From an optimization exercise on the open Yosys and OpenROAD flow, aimed at small area, a short achievable clock period and few clock cycles per item; shortcuts taken in it are not production practice. RTL that was checked went through simulation tests only; none was proved equivalent to the original.

the baseline:
==> flow/design.v <==
module MyDesign
(
	input  wire        go,
	output reg         busy,
	input  wire        reset,
	input  wire        clk,
	output reg  [15:0] write_data,
	output wire [11:0] write_address,
	output reg         write_enable,
	output wire [11:0] read_input_address,
	input  wire [15:0] read_input_data,
	output wire [11:0] read_weight_address,
	input  wire [15:0] read_weight_data
);
	localparam S_IDLE = 2'd0, S_RUN = 2'd1, S_FLUSH = 2'd2, S_TAIL = 2'd3;
	reg [1:0]  st;
	reg        bub;         
	reg [4:0]  pd;          
	reg [3:0]  gd;          
	reg        f0;          
	reg        wfl;         
	reg [4:0]  K;           
	reg [4:0]  Kn;          
	reg        endn;        
	reg [9:0]  XB;          
	reg [9:0]  IA;
	reg [11:0] WA;
	reg [6:0]  dW;          
	reg [5:0]  ckh;         
	reg [6:0]  cL;          
	reg [6:0]  cS;          
	reg [11:0] OC;
	assign read_input_address  = {2'b00, IA};
	assign read_weight_address = WA;
	assign write_address       = OC;
	wire       sg    = K[0];                  
	wire [3:0] h     = K[4:1];                
	wire [3:0] hn    = Kn[4:1];
	wire [4:0] KP    = K + {4'd0, sg};        
	wire [4:0] Pm1   = {KP[3:0] - 4'd1, 1'b1};
	reg        lastp;       
	reg        lastg;       
	wire       lastl = lastp & lastg;
	wire       dummy = sg & (pd[4:1] == 4'd0);
	wire       run   = (st == S_RUN);
	wire       bub_n = run & ~bub & lastl & ~endn;
	wire       rel   = bub | lastp;           
	wire [4:0] pd_n  = rel ? Pm1 : pd - 5'd1;
	wire       l0_n  = ~rel & (pd == 5'd1);   
	wire       l1_n  = ~rel & (pd == 5'd2);
	wire       lg_n  = bub ? (K == 5'd1) : (lastp ? (gd == 4'd1) : lastg);
	wire [1:0] pq_n  = 2'd0 - pd_n[1:0];         
	reg [6:0] dW_n;
	always @(*) begin
		if (bub_n)
			dW_n = -{3'd0, hn};
		else if (l0_n & lg_n)
			dW_n = cL;
		else if (sg) begin
			case (pq_n)
				2'd1:    dW_n = bub ? {2'd0, K} + {3'd0, h} : {1'b0, ckh};
				2'd3:    dW_n = l1_n ? {2'd0, K} : -{3'd0, h};
				default: dW_n = -{3'd0, h};
			endcase
		end else begin
			if (pq_n != 2'd0) dW_n = {3'd0, h};
			else if (l0_n)    dW_n = 7'd1;
			else              dW_n = 7'd1 - {1'b0, ckh};
		end
	end
	reg  t_f, t_z;
	always @(*) begin
		t_f = 1'b0; t_z = 1'b1;
		if (run && !bub) begin
			t_f = f0;
			t_z = dummy;
		end else if (st == S_FLUSH)
			t_f = 1'b1;
	end
	always @(posedge clk or negedge reset) begin
		if (!reset) begin
			st <= S_IDLE; busy <= 1'b0; bub <= 1'b0;
		end else begin
			case (st)
				S_IDLE: if (go) begin
					busy <= 1'b1;
					st   <= S_RUN;
					bub  <= 1'b1;
				end
				S_RUN: begin
					bub <= bub_n;
					if (~bub & lastl & endn) st <= S_FLUSH;
				end
				S_FLUSH: st <= S_TAIL;
				default: if (pd == 5'd5) begin
					st   <= S_IDLE;
					busy <= 1'b0;
				end
			endcase
		end
	end
	wire [3:0] hp = read_input_data[6:3];
	always @(posedge clk) begin
		ckh <= K + {1'b0, h};
		cS  <= {{1'b0, K} + {1'b0, Kn}, 1'b1};
		cL  <= sg ? {3'd0, hn} - {3'd0, h} + 7'd1 : {3'd0, hn} + 7'd2;
	end
	always @(posedge clk) begin
		WA    <= WA + {{5{dW[6]}}, dW};
		dW    <= dW_n;
		pd    <= pd_n;
		lastp <= l0_n;
		lastg <= lg_n;
		f0    <= rel;
		IA    <= 10'd0;
		case (st)
			S_IDLE: begin
				K   <= read_input_data[6:2];
				XB  <= 10'd1;
				IA  <= go ? {4'b0, read_input_data[6:2], 1'b1} : 10'd0;
				WA  <= 12'd1 + {8'b0, hp};
				dW  <= -{3'd0, hp};
				wfl <= 1'b0;
				lastp <= 1'b0;
			end
			S_RUN: begin
				if (bub)        gd <= K[3:0] - 4'd1;
				else if (lastp) gd <= gd - 4'd1;
				if (lastp) wfl <= 1'b1;
				if (~rel)       IA <= IA + 10'd1;
				else if (~bub & lastl) begin
					K   <= Kn;
					XB  <= XB + {4'b0, K, 1'b1};
					IA  <= XB + {3'b0, cS};
				end else
					IA <= XB;
			end
			S_FLUSH: pd <= 5'd0;
			default: pd <= pd + 5'd1;
		endcase
	end
	reg        fA, wA, zA, capA, mA;
	reg [1:0]  pA;
	always @(posedge clk or negedge reset) begin
		if (!reset) begin
			fA <= 1'b0; wA <= 1'b0;
		end else begin
			fA <= t_f;
			wA <= t_f & (wfl | (st == S_FLUSH));    
		end
	end
	always @(posedge clk) begin
		zA <= t_z; capA <= bub; mA <= sg; pA <= ~pd[1:0];
		if (capA) begin
			Kn   <= read_input_data[6:2];
			endn <= &read_input_data[7:0];
		end
	end
	reg [15:0] X0, X1, X2, X3;
	reg [3:0]  xf, xw;
	reg [2:0]  xm;
	reg [1:0]  xp0, xp1, xp2;
	always @(posedge clk or negedge reset) begin
		if (!reset) begin
			xf <= 4'b0; xw <= 4'b0;
		end else begin
			xf <= {xf[2:0], fA};
			xw <= {xw[2:0], wA};
		end
	end
	always @(posedge clk) begin
		X0 <= zA ? 16'd0 : read_input_data;
		X1 <= X0; X2 <= X1; X3 <= X2;
		xm <= {xm[1:0], mA};
		xp0 <= pA; xp1 <= xp0; xp2 <= xp1;
	end
	reg [15:0]  S1;
	reg [15:4]  S2;
	reg [15:8]  S3;
	always @(posedge clk) begin
		S1 <= read_weight_data;
		S2 <= S1[15:4];
		S3 <= S2[15:8];
	end
	wire [3:0] c0 = read_weight_data[3:0];
	wire [3:0] c1 = S1[7:4];
	wire [3:0] c2 = S2[11:8];
	wire [3:0] c3 = S3[15:12];
	wire [15:0] acc0, acc1, acc2, acc3;
	wire [15:0] cy0, cy1, cy2, cy3;
	nn_row #(.ODD(0)) r0 (.clk(clk), .x(X0), .f(xf[0]), .m(mA), .pi(pA),
		.c0(c0), .c1(c1), .c2(c2), .c3(c3), .acc(acc0), .cy(cy0));
	nn_row #(.ODD(1)) r1 (.clk(clk), .x(X1), .f(xf[1]), .m(xm[0]), .pi(xp0),
		.c0(c0), .c1(c1), .c2(c2), .c3(c3), .acc(acc1), .cy(cy1));
	nn_row #(.ODD(0)) r2 (.clk(clk), .x(X2), .f(xf[2]), .m(xm[1]), .pi(xp1),
		.c0(c0), .c1(c1), .c2(c2), .c3(c3), .acc(acc2), .cy(cy2));
	nn_row #(.ODD(1)) r3 (.clk(clk), .x(X3), .f(xf[3]), .m(xm[2]), .pi(xp2),
		.c0(c0), .c1(c1), .c2(c2), .c3(c3), .acc(acc3), .cy(cy3));
	wire [3:0]  we = xw;
	wire [15:0] wacc = ({16{we[0]}} & acc0) | ({16{we[1]}} & acc1)
	                 | ({16{we[2]}} & acc2) | ({16{we[3]}} & acc3);
	wire [15:0] wcy  = ({16{we[0]}} & cy0) | ({16{we[1]}} & cy1)
	                 | ({16{we[2]}} & cy2) | ({16{we[3]}} & cy3);
	always @(posedge clk or negedge reset) begin
		if (!reset) write_enable <= 1'b0;
		else        write_enable <= |we;
	end
	always @(posedge clk) begin
		write_data <= wacc + wcy;
		OC <= (st == S_IDLE) ? 12'd0 : OC + {11'd0, write_enable};
	end
endmodule
module nn_row #(parameter ODD = 0)
(
	input  wire        clk,
	input  wire [15:0] x,
	input  wire        f,
	input  wire        m,
	input  wire [1:0]  pi,
	input  wire [3:0]  c0, c1, c2, c3,
	output reg  [15:0] acc,
	output wire [15:0] cy
);
	wire [1:0] j = {pi[1] ^ (m & (ODD != 0)), pi[0]};
	reg  [3:0] wsel;
	always @(*) begin
		case (j)
			2'd0: wsel = c0;
			2'd1: wsel = c1;
			2'd2: wsel = c2;
			default: wsel = c3;
		endcase
	end
	reg  [2:0] dl, dh;
	always @(posedge clk) begin
		dl <= {wsel[1], wsel[1] & ~wsel[0], wsel[0]};
		dh <= {wsel[3], wsel[3] & ~wsel[2], wsel[2]};
	end
	reg [7:1] k;                
	assign cy = {1'b0, k[7], 1'b0, k[6], 1'b0, k[5], 1'b0, k[4],
	             1'b0, k[3], 1'b0, k[2], 1'b0, k[1], 2'b00};
	wire [9:0] xl = {{2{x[7]}}, x[7:0]};
	wire [9:0] xh = {{2{x[15]}}, x[15:8]};
	wire [9:0] tl = ({10{dl[0]}} & xl) | ({10{dl[1]}} & {xl[8:0], 1'b0});
	wire [9:0] th = ({10{dh[0]}} & xh) | ({10{dh[1]}} & {xh[8:0], 1'b0});
	wire [9:0] vl = tl ^ {10{dl[2]}};
	wire [9:0] vh = th ^ {10{dh[2]}};
	wire [9:0] ul = {~vl[9], vl[8:0]};
	wire [9:0] uh = {~vh[9], vh[8:0]};
	wire [15:0] a  = f ? 16'd0 : acc;
	wire [7:1]  kk = f ? 7'd0 : k;
	wire [15:0] s, cc;
	assign s[9:0]  = a[9:0] ^ ul ^ uh;
	assign cc[0]   = dl[2];
	assign cc[10:1] = (a[9:0] & ul) | (a[9:0] & uh) | (ul & uh);
	assign s[10]   = ~(a[10] ^ cc[10]);
	assign s[15:11] = ~a[15:11];
	wire   cc11    = a[10] | cc[10];
	wire [15:0] cc2 = {a[14:11], cc11, 1'b0, cc[9:0]};
	wire [8:0]  ci = {1'b0, kk, dh[2]};
	wire [15:0] sum;
	wire [7:0]  co;
	genvar i;
	generate for (i = 0; i < 8; i = i + 1) begin : seg
		wire [2:0] t = {1'b0, s[2*i+1:2*i]} + {1'b0, cc2[2*i+1:2*i]} + {2'b0, ci[i]};
		assign sum[2*i+1:2*i] = t[1:0];
		assign co[i] = t[2];
	end endgenerate
	always @(posedge clk) begin
		acc <= sum;
		k   <= co[6:0];
	end
endmodule
make LEC_CHECK=0 CAP_MARGIN=20 CORE_MARGIN=2 CORE_UTILIZATION=65 CTS_BUF_LIST=sky130_fd_sc_hd__clkbuf_16 CTS_CLUSTER_DIAMETER=80 CTS_CLUSTER_SIZE=32 SETUP_SLACK_MARGIN=4.0 SLEW_MARGIN=20 finish   # period 6.5 ns
run.sh (not shown) runs the stock make flow with config.mk's settings and CLKGATE_MAP_FILE= SYNTH_SCRIPT=/design/flow/synth_recipe.tcl, a recipe that flattens the netlist after the stock synthesis.
Testbench counts of the baseline, summed over its fixed seeds: cycles 11,427, macs 85,808.
Relative to the baseline, the following input files were edited for the candidate:
--- a/flow/design.v
+++ b/flow/design.v
@@ -26,11 +26,10 @@
 	reg [9:0]  IA;
 	reg [11:0] WA;
 	reg [6:0]  dW;          
 	reg [5:0]  ckh;         
 	reg [6:0]  cL;          
-	reg [6:0]  cS;          
 	reg [11:0] OC;
 	assign read_input_address  = {2'b00, IA};
 	assign read_weight_address = WA;
 	assign write_address       = OC;
 	wire       sg    = K[0];                  
@@ -100,11 +99,10 @@
 		end
 	end
 	wire [3:0] hp = read_input_data[6:3];
 	always @(posedge clk) begin
 		ckh <= K + {1'b0, h};
-		cS  <= {{1'b0, K} + {1'b0, Kn}, 1'b1};
 		cL  <= sg ? {3'd0, hn} - {3'd0, h} + 7'd1 : {3'd0, hn} + 7'd2;
 	end
 	always @(posedge clk) begin
 		WA    <= WA + {{5{dW[6]}}, dW};
 		dW    <= dW_n;
@@ -129,11 +127,11 @@
 				if (lastp) wfl <= 1'b1;
 				if (~rel)       IA <= IA + 10'd1;
 				else if (~bub & lastl) begin
 					K   <= Kn;
 					XB  <= XB + {4'b0, K, 1'b1};
-					IA  <= XB + {3'b0, cS};
+					IA  <= XB + {3'b0, {1'b0, K} + {1'b0, Kn}, 1'b1};
 				end else
 					IA <= XB;
 			end
 			S_FLUSH: pd <= 5'd0;
 			default: pd <= pd + 5'd1;
[summary]
The candidate against the baseline; number of cells produced by synthesis is down slightly.
Compared with the baseline, the candidate shows register bit count reported by yosys that has gone down slightly.
For cell area, the candidate and the baseline come out practically identical.
Summary of the candidate over the baseline: number of buffers added for setup after CTS went up; total wirelength of the detailed-routed design went up.
Compared with the baseline, in the candidate total die area went down, via count went up, clock insertion delay at the later pin of the skew report did not really move, highest fanout seen on the critical path went up.
The candidate against the baseline.
Worst setup slack was higher in the run labelled the baseline.
Only the layout flow was run in the candidate; the RTL was not checked for function there.

========
red:
RTL: the design.v shown in full above, as it stands there.
==> flow/config.mk <==
export PLATFORM = sky130hd
export DESIGN_NAME = MyDesign
export DESIGN_NICKNAME = MyDesign
export VERILOG_FILES = /design/flow/design.v
export SDC_FILE = /design/flow/constraint.sdc
export NUM_CORES = 4
export LEC_CHECK = 0
export CAP_MARGIN = 20
export CORE_MARGIN = 2
export CORE_UTILIZATION = 65
export CTS_BUF_LIST = sky130_fd_sc_hd__clkbuf_16
export CTS_CLUSTER_DIAMETER = 80
export CTS_CLUSTER_SIZE = 32
export SETUP_SLACK_MARGIN = 4.0
export SLEW_MARGIN = 20
==> flow/constraint.sdc <==
create_clock -name core_clock -period 6.5 [get_ports {clk}]
set_input_delay 1.3000 -clock core_clock [delete_from_list [all_inputs] [get_ports {clk}]]
set_output_delay 1.3000 -clock core_clock [all_outputs]
set_load 0.01 [all_outputs]
standard.sh (not shown) runs the stock make flow with config.mk's settings and CLKGATE_MAP_FILE= SYNTH_SCRIPT=/design/flow/synth_recipe.tcl, a recipe that flattens the netlist after the stock synthesis.
==> flow/flow/run.sh <==
#!/bin/bash
export BUFFER_PORTS_ARGS="-buffer_cell sky130_fd_sc_hd__buf_2"
cp standard.sh standard_sh_copy.log
bash standard.sh > standard.log 2>&1
Testbench counts of red, summed over its fixed seeds: cycles 11,427, macs 85,808.
Here is what was changed in the inputs of purple compared with red.
--- a/flow/design.v
+++ b/flow/design.v
@@ -229,15 +229,14 @@
 			2'd1: wsel = c1;
 			2'd2: wsel = c2;
 			default: wsel = c3;
 		endcase
 	end
-	reg  [2:0] dl, dh;
-	always @(posedge clk) begin
-		dl <= {wsel[1], wsel[1] & ~wsel[0], wsel[0]};
-		dh <= {wsel[3], wsel[3] & ~wsel[2], wsel[2]};
-	end
+	reg  [3:0] wn;
+	always @(posedge clk) wn <= wsel;
+	wire [2:0] dl = {wn[1], wn[1] & ~wn[0], wn[0]};
+	wire [2:0] dh = {wn[3], wn[3] & ~wn[2], wn[2]};
 	reg [7:1] k;                
 	assign cy = {1'b0, k[7], 1'b0, k[6], 1'b0, k[5], 1'b0, k[4],
 	             1'b0, k[3], 1'b0, k[2], 1'b0, k[1], 2'b00};
 	wire [9:0] xl = {{2{x[7]}}, x[7:0]};
 	wire [9:0] xh = {{2{x[15]}}, x[15:8]};
--- outcome ---
Going from red to purple, register-to-register path setup slack roughly the same; post-synthesis simple-gate area fraction higher; filler cell count in the final layout lower; sequential cell area in the final layout lower. NOTE: insertion delay of the later-clocked pin in the worst-skew pair in purple exceeds that of red. Across both runs, number of setup buffers added after CTS was lower for purple than for red.
The RTL of purple was laid out without a check of its function.

========
Setup of 01-03:
// MyDesign: RTL as listed in full above, without the edits since
Settings: LEC_CHECK=0, CAP_MARGIN=20, CORE_MARGIN=2, CORE_UTILIZATION=65, CTS_BUF_LIST=sky130_fd_sc_hd__clkbuf_8, SETUP_SLACK_MARGIN=4.0, SLEW_MARGIN=20; clock period 6.5 ns.
run.sh (not shown) runs the stock make flow with config.mk's settings and CLKGATE_MAP_FILE= SYNTH_SCRIPT=/design/flow/synth_recipe.tcl, a recipe that flattens the netlist after the stock synthesis.
Stock flow here: none of the scripts above is used.
Testbench counts of 01-03, summed over its fixed seeds: cycles 11,427, macs 85,808.
## Diff of input files: 12-17 against 01-03
--- a/flow/design.v
+++ b/flow/design.v
@@ -22,14 +22,14 @@
 	reg [4:0]  K;           
 	reg [4:0]  Kn;          
 	reg        endn;        
 	reg [9:0]  XB;          
+	reg [9:0]  XBN;         
 	reg [9:0]  IA;
 	reg [11:0] WA;
 	reg [6:0]  dW;          
 	reg [5:0]  ckh;         
 	reg [6:0]  cL;          
-	reg [6:0]  cS;          
 	reg [11:0] OC;
 	assign read_input_address  = {2'b00, IA};
 	assign read_weight_address = WA;
 	assign write_address       = OC;
@@ -101,9 +101,8 @@
 	end
 	wire [3:0] hp = read_input_data[6:3];
 	always @(posedge clk) begin
 		ckh <= K + {1'b0, h};
-		cS  <= {{1'b0, K} + {1'b0, Kn}, 1'b1};
 		cL  <= sg ? {3'd0, hn} - {3'd0, h} + 7'd1 : {3'd0, hn} + 7'd2;
 	end
 	always @(posedge clk) begin
 		WA    <= WA + {{5{dW[6]}}, dW};
@@ -116,8 +115,9 @@
 		case (st)
 			S_IDLE: begin
 				K   <= read_input_data[6:2];
 				XB  <= 10'd1;
+				XBN <= {4'b0, read_input_data[6:2] + 5'd1, 1'b0};
 				IA  <= go ? {4'b0, read_input_data[6:2], 1'b1} : 10'd0;
 				WA  <= 12'd1 + {8'b0, hp};
 				dW  <= -{3'd0, hp};
 				wfl <= 1'b0;
@@ -129,10 +129,11 @@
 				if (lastp) wfl <= 1'b1;
 				if (~rel)       IA <= IA + 10'd1;
 				else if (~bub & lastl) begin
 					K   <= Kn;
-					XB  <= XB + {4'b0, K, 1'b1};
-					IA  <= XB + {3'b0, cS};
+					XB  <= XBN;
+					XBN <= XBN + {4'b0, Kn, 1'b1};
+					IA  <= XBN + {4'b0, Kn, 1'b0};
 				end else
 					IA <= XB;
 			end
 			S_FLUSH: pd <= 5'd0;
==> comparison <==
01-03 has higher final HPWL from detailed placement than 12-17. 12-17 against 01-03: number of detailed-route iterations in the first pass has increased; via count has decreased; layout overhead on the synthesized area has decreased. From 01-03 to 12-17 the numbers moved as follows: met3 track utilization from global routing saw an increase; die area saw an increase; worst setup slack saw a decrease.
Testbench counts of 12-17, summed over its fixed seeds: cycles 11,427, macs 85,808.

[afterwards: timing with drivers on the ports]
The flow's constraints put no driver on any port. The routed layouts listed below were extracted and timed again, unchanged, in two steps.
Step 1 sets driving cells, clkbuf_16 on the clock port and buf_2 on the other inputs (assumed; they add their load-dependent delay and slew).
Step 2, shift: input delay + t, output delay - t, t = (earliest + latest rising clock arrival at the registers) / 2. This alone moves slack from input paths to output paths.
a / b / c = ideal / step 1 / step 2; a / b = the first two.
| run | t, ns | setup WS [ns] | hold WS [ns] | cell pins on the clock port's net |
|---|---|---|---|---|
| the baseline | 0.561 | 4.041 / 3.991 / 3.613 | 0.338 / 0.338 / 0.338 | 1 |
| the candidate | 0.559 | 3.660 / 3.660 / 3.601 | 0.333 / 0.333 / 0.333 | 1 |
| red | 0.562 | 4.037 / 3.986 / 3.997 | 0.339 / 0.339 / 0.339 | 1 |
| purple | 0.579 | 4.007 / 3.955 / 3.906 | 0.337 / 0.337 / 0.337 | 1 |
| 01-03 | 0.629 | 4.021 / 3.977 / 3.645 | 0.326 / 0.326 / 0.326 | 1 |
| 12-17 | 0.641 | 4.007 / 3.960 / 3.528 | 0.324 / 0.324 / 0.324 | 1 |
After both steps every run listed still meets setup and hold. The setup slack of 12-17, which loses most, moves by -0.047 ns with the drivers and by -0.479 ns with both steps.
